From an optimization exercise on the open Yosys and OpenROAD flow, aimed at small area; shortcuts taken in it are not production practice.
In this exercise RTL edits were held to simulation tests only and were not proved equivalent to the original.
Power figures rest on the tool's default switching activity, not on a simulated workload.

==> flow/design.v <==
module sv_uart_rx
#(
  parameter int DATA_WIDTH = 8 ,
  parameter int IN_PIPE    = 5 
)
(
  input  logic                  iclk          ,
  input  logic                  irst          ,
  output logic [DATA_WIDTH-1:0] m_axis_tdata  ,
  output logic                  m_axis_tvalid ,
  input  logic                  m_axis_tready ,
  input  logic           [15:0] idivider      ,
  input  logic                  irx           
);
  logic               [2:0] metastab;
  logic       [IN_PIPE-1:0] frx;
  logic                     true_rx;
  logic                     dtrue_rx;
  logic                     ena;
  logic                     clk_ena;
  logic                     fall_rx;
  logic                     eop;
  logic              [15:0] cnt;
  logic               [3:0] cnt_pack;
  logic               [7:0] freg;
  always_ff@(posedge iclk) begin
    if (irst) begin
      metastab <= '0;
      frx      <= '0;
      true_rx  <= 1'b0;
      dtrue_rx <= 1'b0;
    end else begin
      metastab <= metastab << 1 | irx;
      frx <= frx << 1 | metastab[2];
      if (&frx)             true_rx <= 1'b1;
      else if (frx == 'd0)  true_rx <= 1'b0;
      dtrue_rx <= true_rx;
    end
  end
  always_ff@(posedge iclk) begin
    if (irst)  fall_rx <= 1'b0;
    else       fall_rx <= dtrue_rx & ~true_rx;
  end
  always_ff@(posedge iclk) begin
    if (irst)          ena <= 1'b0;
    else if (fall_rx)  ena <= 1'b1;
    else if (eop)      ena <= 1'b0;
    if (irst)          cnt <= '0;
    else if (clk_ena)  cnt <= '0;
      else if (~ena)   cnt <= '0;
        else if (ena)  cnt <= cnt + 1'b1;
    if (irst)
      clk_ena <= 1'b0;
    else if (cnt_pack == 0)
      clk_ena <= (cnt == (idivider >> 2)-2) && ena;
    else
      clk_ena <= (cnt == idivider-2) && ena;
    if (irst)                  cnt_pack <= '0;
    else if (~ena)             cnt_pack <= '0;
      else if (ena & clk_ena)  cnt_pack <= cnt_pack + 1'b1;
    if (irst)  eop <= 1'b0;
    else       eop <= (cnt_pack == 4'd8) & ena & clk_ena;  
  end
  always_ff@(posedge iclk) begin
    if (irst)          freg <= '0;
    else if (clk_ena)  freg <= {true_rx, freg[7:1]};
  end
  always_ff@(posedge iclk) begin
    if (irst)
      m_axis_tvalid <= 1'b0;
    else
      m_axis_tvalid <= eop && m_axis_tready;
    if (irst)
      m_axis_tdata <= '0;
    else if (m_axis_tready && eop)
      m_axis_tdata <= freg;
  end
endmodule
module sv_uart_tx
#(
  parameter int DATA_WIDTH = 8 ,
  parameter int STOP_BITS  = 1 
)
(
  input  logic                  iclk          ,
  input  logic                  irst          ,
  input  logic [DATA_WIDTH-1:0] s_axis_tdata  ,
  input  logic                  s_axis_tvalid ,
  output logic                  s_axis_tready ,
  input  logic           [15:0] idivider      ,
  output logic                  otx           
);
  localparam int INT_WIDTH = DATA_WIDTH + STOP_BITS + 1;
  localparam logic [STOP_BITS-1:0] stopbits = '1;
  logic                       clk_ena;
  logic                [15:0] baud_gen;
  logic                 [4:0] cnt;
  logic       [INT_WIDTH-1:0] freg;
  enum logic [1:0] {
    ST_WAIT = 2'd0,
    ST_SOP  = 2'd1,
    ST_DAT  = 2'd2,
    ST_EOP  = 2'd3
  } ST;
  always_ff@(posedge iclk) begin
    if (irst)                  baud_gen <= '0;
    else if (clk_ena)          baud_gen <= '0;
      else if (ST != ST_WAIT)  baud_gen <= baud_gen + 1'b1;
    if (irst)  clk_ena <= 1'b0;
    else       clk_ena <= (baud_gen == idivider-1);
  end
  always_ff@(posedge iclk) begin
    if (irst)  ST <= ST_WAIT;
    else case (ST)
      ST_WAIT : if (s_axis_tvalid)                  ST <= ST_SOP;
      ST_SOP  : if (clk_ena)                        ST <= ST_DAT;
      ST_DAT  : if (cnt == INT_WIDTH-2 && clk_ena)  ST <= ST_EOP;
      ST_EOP  : if (clk_ena)                        ST <= ST_WAIT;
      default : ST <= ST_WAIT;
    endcase
  end
  always_ff@(posedge iclk) begin
    if (irst)                            cnt <= '0;
    else if (ST == ST_SOP)               cnt <= '0;
    else if (clk_ena)                    cnt <= cnt + 1'b1;
    if (irst)                            freg <= '0;
    else if (s_axis_tvalid && s_axis_tready)  freg <= {stopbits, s_axis_tdata, 1'b0};  
    else if (clk_ena)                    freg <= freg >> 1;
  end
  assign s_axis_tready = (ST == ST_WAIT);
  always_ff@(posedge iclk) begin
    if (irst)
      otx <= 1'b1;
    else if ((cnt > INT_WIDTH-2) || (ST == ST_WAIT))
      otx <= 1'b1;
    else if (clk_ena)
      otx <= freg[$low(freg)];
  end
endmodule
module sv_uart_engine
#(
  parameter int DATA_WIDTH = 24 ,  
  parameter int RX_PIPE = 5  
)
(
  input  logic                  iclk          ,
  input  logic                  irst          ,
  output logic [DATA_WIDTH-1:0] m_axis_tdata  ,
  output logic                  m_axis_tvalid ,
  input  logic                  m_axis_tready ,
  input  logic [DATA_WIDTH-1:0] s_axis_tdata  ,
  input  logic                  s_axis_tvalid ,
  output logic                  s_axis_tready ,
  input  logic           [15:0] idivider      ,
  output logic                  otx           ,
  input  logic                  irx           
);
  localparam int WORD_WIDTH = 8;
  localparam int STOP_BITS  = 1;
  localparam int WORDS_NUM  = DATA_WIDTH/WORD_WIDTH;
  logic                  tx__iclk          ;
  logic                  tx__irst          ;
  logic [WORD_WIDTH-1:0] tx__s_axis_tdata  ;
  logic                  tx__s_axis_tvalid ;
  logic                  tx__s_axis_tready ;
  logic           [15:0] tx__idivider      ;
  logic                  tx__otx           ;
  logic                  rx__iclk          ;
  logic                  rx__irst          ;
  logic [WORD_WIDTH-1:0] rx__m_axis_tdata  ;
  logic                  rx__m_axis_tvalid ;
  logic                  rx__m_axis_tready ;
  logic           [15:0] rx__idivider      ;
  logic                  rx__irx           ;
  logic          [WORDS_NUM-1:0] tx_busy;
  logic                          busy;
  logic                          val_data;
  logic         [DATA_WIDTH-1:0] tx_dat;
  always_ff@(posedge iclk) begin
    if (irst)
      tx_busy <= 1'b0;
    else if (s_axis_tvalid && s_axis_tready)
      tx_busy <= '1;
    else if (tx__s_axis_tvalid && tx__s_axis_tready)
      tx_busy <= tx_busy << 1 | 1'b0;
    if (irst)
      busy <= 1'b0;
    else if (s_axis_tvalid && ~busy)
      busy <= 1'b1;
    else if ((tx_busy == 'd0) && tx__s_axis_tready)
      busy <= 1'b0;
    if (irst)
      tx_dat <= '0;
    if (s_axis_tvalid && s_axis_tready)
      tx_dat <= s_axis_tdata;
    else if (busy && (tx_busy != 'd0) && tx__s_axis_tready && tx__s_axis_tvalid)
      tx_dat <= tx_dat << 8 | 8'h00;
    if (irst)  val_data <= 1'b0;
    else       val_data <= busy && (tx_busy != 'd0);
  end
  assign m_axis_tdata = rx__m_axis_tdata;
  assign m_axis_tvalid = rx__m_axis_tvalid;
  assign s_axis_tready = ~busy;
  always_ff@(posedge iclk) begin
    if (irst)  otx <= 1'b1;
    else       otx <= tx__otx;
  end
  assign rx__iclk          = iclk;
  assign rx__irst          = irst;
  assign rx__m_axis_tready = m_axis_tready;
  assign rx__idivider      = idivider;
  assign rx__irx           = irx;
  assign tx__iclk          = iclk;
  assign tx__irst          = irst;
  assign tx__s_axis_tdata  = tx_dat[$high(tx_dat):$high(tx_dat)-7];
  assign tx__s_axis_tvalid = val_data;
  assign tx__idivider      = idivider;
  sv_uart_rx
  #(
    . DATA_WIDTH    (WORD_WIDTH              ) ,
    . IN_PIPE       (RX_PIPE                 ) 
  )
  rx__
  (
    .iclk           (rx__iclk               ) ,
    .irst           (rx__irst               ) ,
    .m_axis_tdata   (rx__m_axis_tdata       ) ,
    .m_axis_tvalid  (rx__m_axis_tvalid      ) ,
    .m_axis_tready  (rx__m_axis_tready      ) ,
    .idivider       (rx__idivider           ) ,
    .irx            (rx__irx                ) 
  );
  sv_uart_tx
  #(
    . DATA_WIDTH    (WORD_WIDTH             ) ,
    . STOP_BITS     (STOP_BITS              ) 
  )
  tx__
  (
    .iclk           (tx__iclk               ) ,
    .irst           (tx__irst               ) ,
    .s_axis_tdata   (tx__s_axis_tdata       ) ,
    .s_axis_tvalid  (tx__s_axis_tvalid      ) ,
    .s_axis_tready  (tx__s_axis_tready      ) ,
    .idivider       (tx__idivider           ) ,
    .otx            (tx__otx                ) 
  );
endmodule
==> flow/run.sh <==
#!/bin/bash
# synth_recipe.tcl (not shown) runs the flow's synth.tcl, then flattens the netlist and writes it again
# the make line also repeats each setting of config.mk as NAME=value (left out here)
make -C /OpenROAD-flow-scripts/flow DESIGN_CONFIG=/design/flow/config.mk WORK_HOME=/design/flow/orfs CLKGATE_MAP_FILE= SYNTH_SCRIPT=/design/flow/synth_recipe.tcl finish
==> flow/config.mk <==
export PLATFORM = sky130hd
export DESIGN_NAME = sv_uart_engine
export DESIGN_NICKNAME = sv_uart_engine
export VERILOG_FILES = /design/flow/design.v
export SDC_FILE = /design/flow/constraint.sdc
export NUM_CORES = 4
export LEC_CHECK = 0
export CAP_MARGIN = 20
export CORE_MARGIN = 2
export CORE_UTILIZATION = 40
export PLACE_DENSITY = 0.6
export SLEW_MARGIN = 20
==> flow/constraint.sdc <==
create_clock -name core_clock -period 5.0 [get_ports {iclk}]
set_input_delay 1.0000 -clock core_clock [delete_from_list [all_inputs] [get_ports {iclk}]]
set_output_delay 1.0000 -clock core_clock [all_outputs]
set_load 0.01 [all_outputs]
==> run summary <==
==> power breakdown <==
part           leakage, uW  internal (uW)  switching, uW
Clock             0.000307            881            442
Combinational      0.00137            123            161
Sequential         0.00100           1000           25.6
Total              0.00268           2010            628
==> tightest hold or removal path, delay by kind of cell (launching register included) <==
family	cells	cell delay (ps)
DFF	1	300
and+or+nand+nor	1	70
AOI/OAI and AO/OA	1	30
==> cells in the mapped netlist (all sizes together), types with 3 or more instances <==
cell type / count
nand2: 44
inv: 22
a21oi: 24
a31oi: 7
or3b: 4
o211ai: 5
nor4: 5
nor3: 24
and4: 3
buf: 27
a2111oi: 6
mux2i: 27
or2: 3
nor2b: 15
xor2: 35
nand4: 9
edfxtp: 24
clkbuf: 39
a211oi: 18
o21ai: 17
a221oi: 4
o2111ai: 3
nand3: 36
xnor2: 41
dfxtp: 92
or3: 7
o22ai: 3
and3: 12
and2: 10
nand2b: 6
ha: 15
or4: 6
nor2: 79
a22o: 16
nor3b: 5
==> final cells by class <==
type | instances | area share (%)
antenna | 1 | 0.0332
clock buffer | 18 | 5.70
clock inverter | 14 | 2.77
inverter | 22 | 1.10
multi-input combinational | 523 | 45.0
sequential | 116 | 34.0
tap | 211 | 3.50
timing repair buffer | 62 | 7.94
==> how the worst max path moves through the flow <==
stage                     slack (ps)           end  cells past startpoint
after detailed placement         840  tx__.clk_ena                     10
after floorplan                 1730  rx__.clk_ena                     10
after global routing             820  tx__.clk_ena                     10
final                           1170  tx__.clk_ena                      9
after global placement           970  rx__.clk_ena                     10
after CTS                       1270  tx__.clk_ena                     10
==> stage by stage <==
stage / setup WS (ps) / cell area [sq um] / total power, uW
3_5_place_dp: 843 / 6890 / 1330
2_1_floorplan: 1730 / 6350 / 1250
6_report: 1170 / 7530 / 2640
4_1_cts: 1270 / 7530 / 2660
3_3_place_gp: 969 / 6890 / 1320
5_1_grt: 822 / 7530 / 2740
==> registers in the layout, summed over array words and instances (netlist names), 2 cells and up <==
register and count:
rx__.cnt 16, rx__.cnt_pack 4, rx__.freg 8, rx__.frx 5, rx__.m_axis_tdata 8, rx__.metastab 3
tx__.ST 2, tx__.baud_gen 16, tx__.cnt 5, tx__.freg 10, tx_busy 3, tx_dat 24
==> kinds of logic (layout without fill, tap and decap cells) <==
family	after synthesis	count (layout)	share of synthesized area, %
fa+ha+maj	15	15	2.98
xor+xnor	76	76	10.6
flops	116	116	40.7
compound gates	118	118	13.1
other cells	1	17	0.0596
mux	27	27	4.29
simple gates	271	271	21.8
buf+inv	88	116	6.48
==> routing by layer <==
| metal | up-vias | share of wire [%] | global-route usage, % |
|---|---|---|---|
| met4 | 0 | 1.7 | 6.70 |
| li1 | 2544 | - | - |
| met3 | 18 | 5.4 | 4.75 |
| met5 | - | 0 | 0 |
| met1 | 2416 | 48 | 27.4 |
| met2 | 137 | 45 | 29.0 |
==> results.yml <==
detailed_routing:
  totalWireLength_microns: 15300
  drt_pass1_iterations: 5
  num_vias: 5115
  wl_per_cell_microns: 15.9
  viasPerCell: 5.29
  drtAntennaViolNets: 0
  first_iter_violations: 432
  drc: 0
synthesis:
  synth.ff_latch_count: 116
  yosysWarnings: 3
  synth_area_sq_mm: 0.00629
  synthCells: 712
  synth_largest_area_cell: "dfxtp_1"
  yosysTopAreaCellShare_pct: 29.3
  synth_ff_type: "dfxtp_1"
  synth_cell_types: 57
  synthArstFlopShare_pct: 0
  avgSynthCellArea_sq_um: 8.84
  synth_area_leaders: "dfxtp_1 (29%), edfxtp_1 (11%), xnor2_1 (5.7%)"
  synth_edf_count: 24
  ys_seq_area_share_pct: 40.7
layout:
  mostFrequentLayoutCells: "dfxtp_1 (92), nor2_1 (79), clkdlybuf4s50_1 (54)"
  multiInputGateArea_sq_mm: 0.00339
  final_common_cell: "dfxtp_1"
  ff_latch_area_sq_mm: 0.00256
  area_growth_pct: 19.7
  fill_cells: 1492
  fin_util_pct: 49.2
  nets: 802
  instances_no_fill: 967
  drive_gt1_share_pct: 6.62
setup_path:
  critPathRequiredTime_ps: 5280
  crit_type: "input port to flip-flop"
  cp_slowest_cell: "clkdlybuf4s50_1"
  path_max_fanout: 10
  critPathArrivalTime_ps: 4110
  timing.critical_path.buf_inv: 2
  endpoint_kind: "flip-flop"
  worstSetupStartpointType: "input port"
  slowest_delay_ps: 600
  crit_chain: "clkdlybuf4s50_1 -> inv_1 -> ha_1 -> nor3b_2 -> nand3_1 -> or3b_2 -> a31oi_1 -> a21oi_1 -> a2111oi_0"
  ff2ff_setup_slack_ps: 1910
  reg2reg_to: "tx_dat[0]"
  startpoint: "idivider[3]"
  reg2reg_depth: 6
  crit-reg2reg-launch: "tx__.ST[0]"
  cp_top_family: "simple AND/OR/NAND/NOR gates"
sta:
  post-route-period-util_pct: 76.6
  rsz0062_at_grt: "no"
  slew_viol_final: 0
  setup_viol: 0
  maxSlewHeadroom_pct: 30.8
  max_freq_mhz: 261
  finalCriticalPeriod_ps: 3830
  hold_viol_final: 0
  hold_slack_ps: 433
  tightest_slew_ps: 1040
  fin_skew_ps: 9.41
  fin_tns_setup_ps: 0
global_routing:
  grt_pass1_wl_microns: 25300
  track_usage_pct: 19.4
  grt_overflow: 0
  grt_max_degree: 48
  grt_pass1_vias: 4799
  antenna_found_initial: 1
flow_run:
  drv_cap: 0
place:
  io_buffers: 55
  routabilityCongestion: 0.969
  hpwlAfterDp_microns: 11100
  placedCellCount: 934
worst_hold_path:
  min_from: "rx__.fall_rx"
  hold_end: "rx__.ena"
  hold_depth: 2
  hold_path_class: "flip-flop to flip-flop"
clocking:
  htreeDepth: 4
  cts_setup_buffers: 0
  cts_buffer_depth: 2
  cts_num_sinks: 116
  clockRootBuffer: "clkbuf_16"
  clk_pin_slew_ps: 50
  ctsResizeCount: 0
  numCtsBuffers: 17
  hold_buffers: 0
  insertion_delay_ps: 410
  cts_tree: "built"
die:
  placementRows: 45
  initial_core_util_pct: 41.1
  die_w_microns: 129
  die-area_sq_mm: 0.0168
  die_h_microns: 129
  core_area_sq_mm: 0.0153
  ios: 72
power:
  peakVddDrop_v: 0.000277
  leakagePower_uw: 0.00268
  power_density_mw_per_mm2: 350
outcome:
  status: "finished clean"

==> static timing again, ports no longer ideal <==
In the flow no input, the clock included, has a driving cell. The finished layout below was timed again as built, in two steps. Step 1 (the two cells are an assumption about what drives the block):
set clk [get_ports {iclk}]
set_driving_cell -lib_cell sky130_fd_sc_hd__clkbuf_16 $clk
set_driving_cell -lib_cell sky130_fd_sc_hd__buf_2 [delete_from_list [all_inputs] $clk]
Step 2, shift: input delay + t, output delay - t, t = (earliest + latest rising clock arrival at the registers) / 2. This alone moves slack from input paths to output paths. Slacks: ideal / step 1 / step 2; pairs: ideal / step 1.
t, ns: 0.448
setup slack, ns: 1.169 / 1.172 / 0.724
worst register clock-pin slew, ns: 0.06 / 0.06
worst slew at a driven data input, ns: 0.07
After both steps this run still meets setup and hold. The setup slack of this run moves by +0.003 ns with the drivers and by -0.445 ns with both steps.
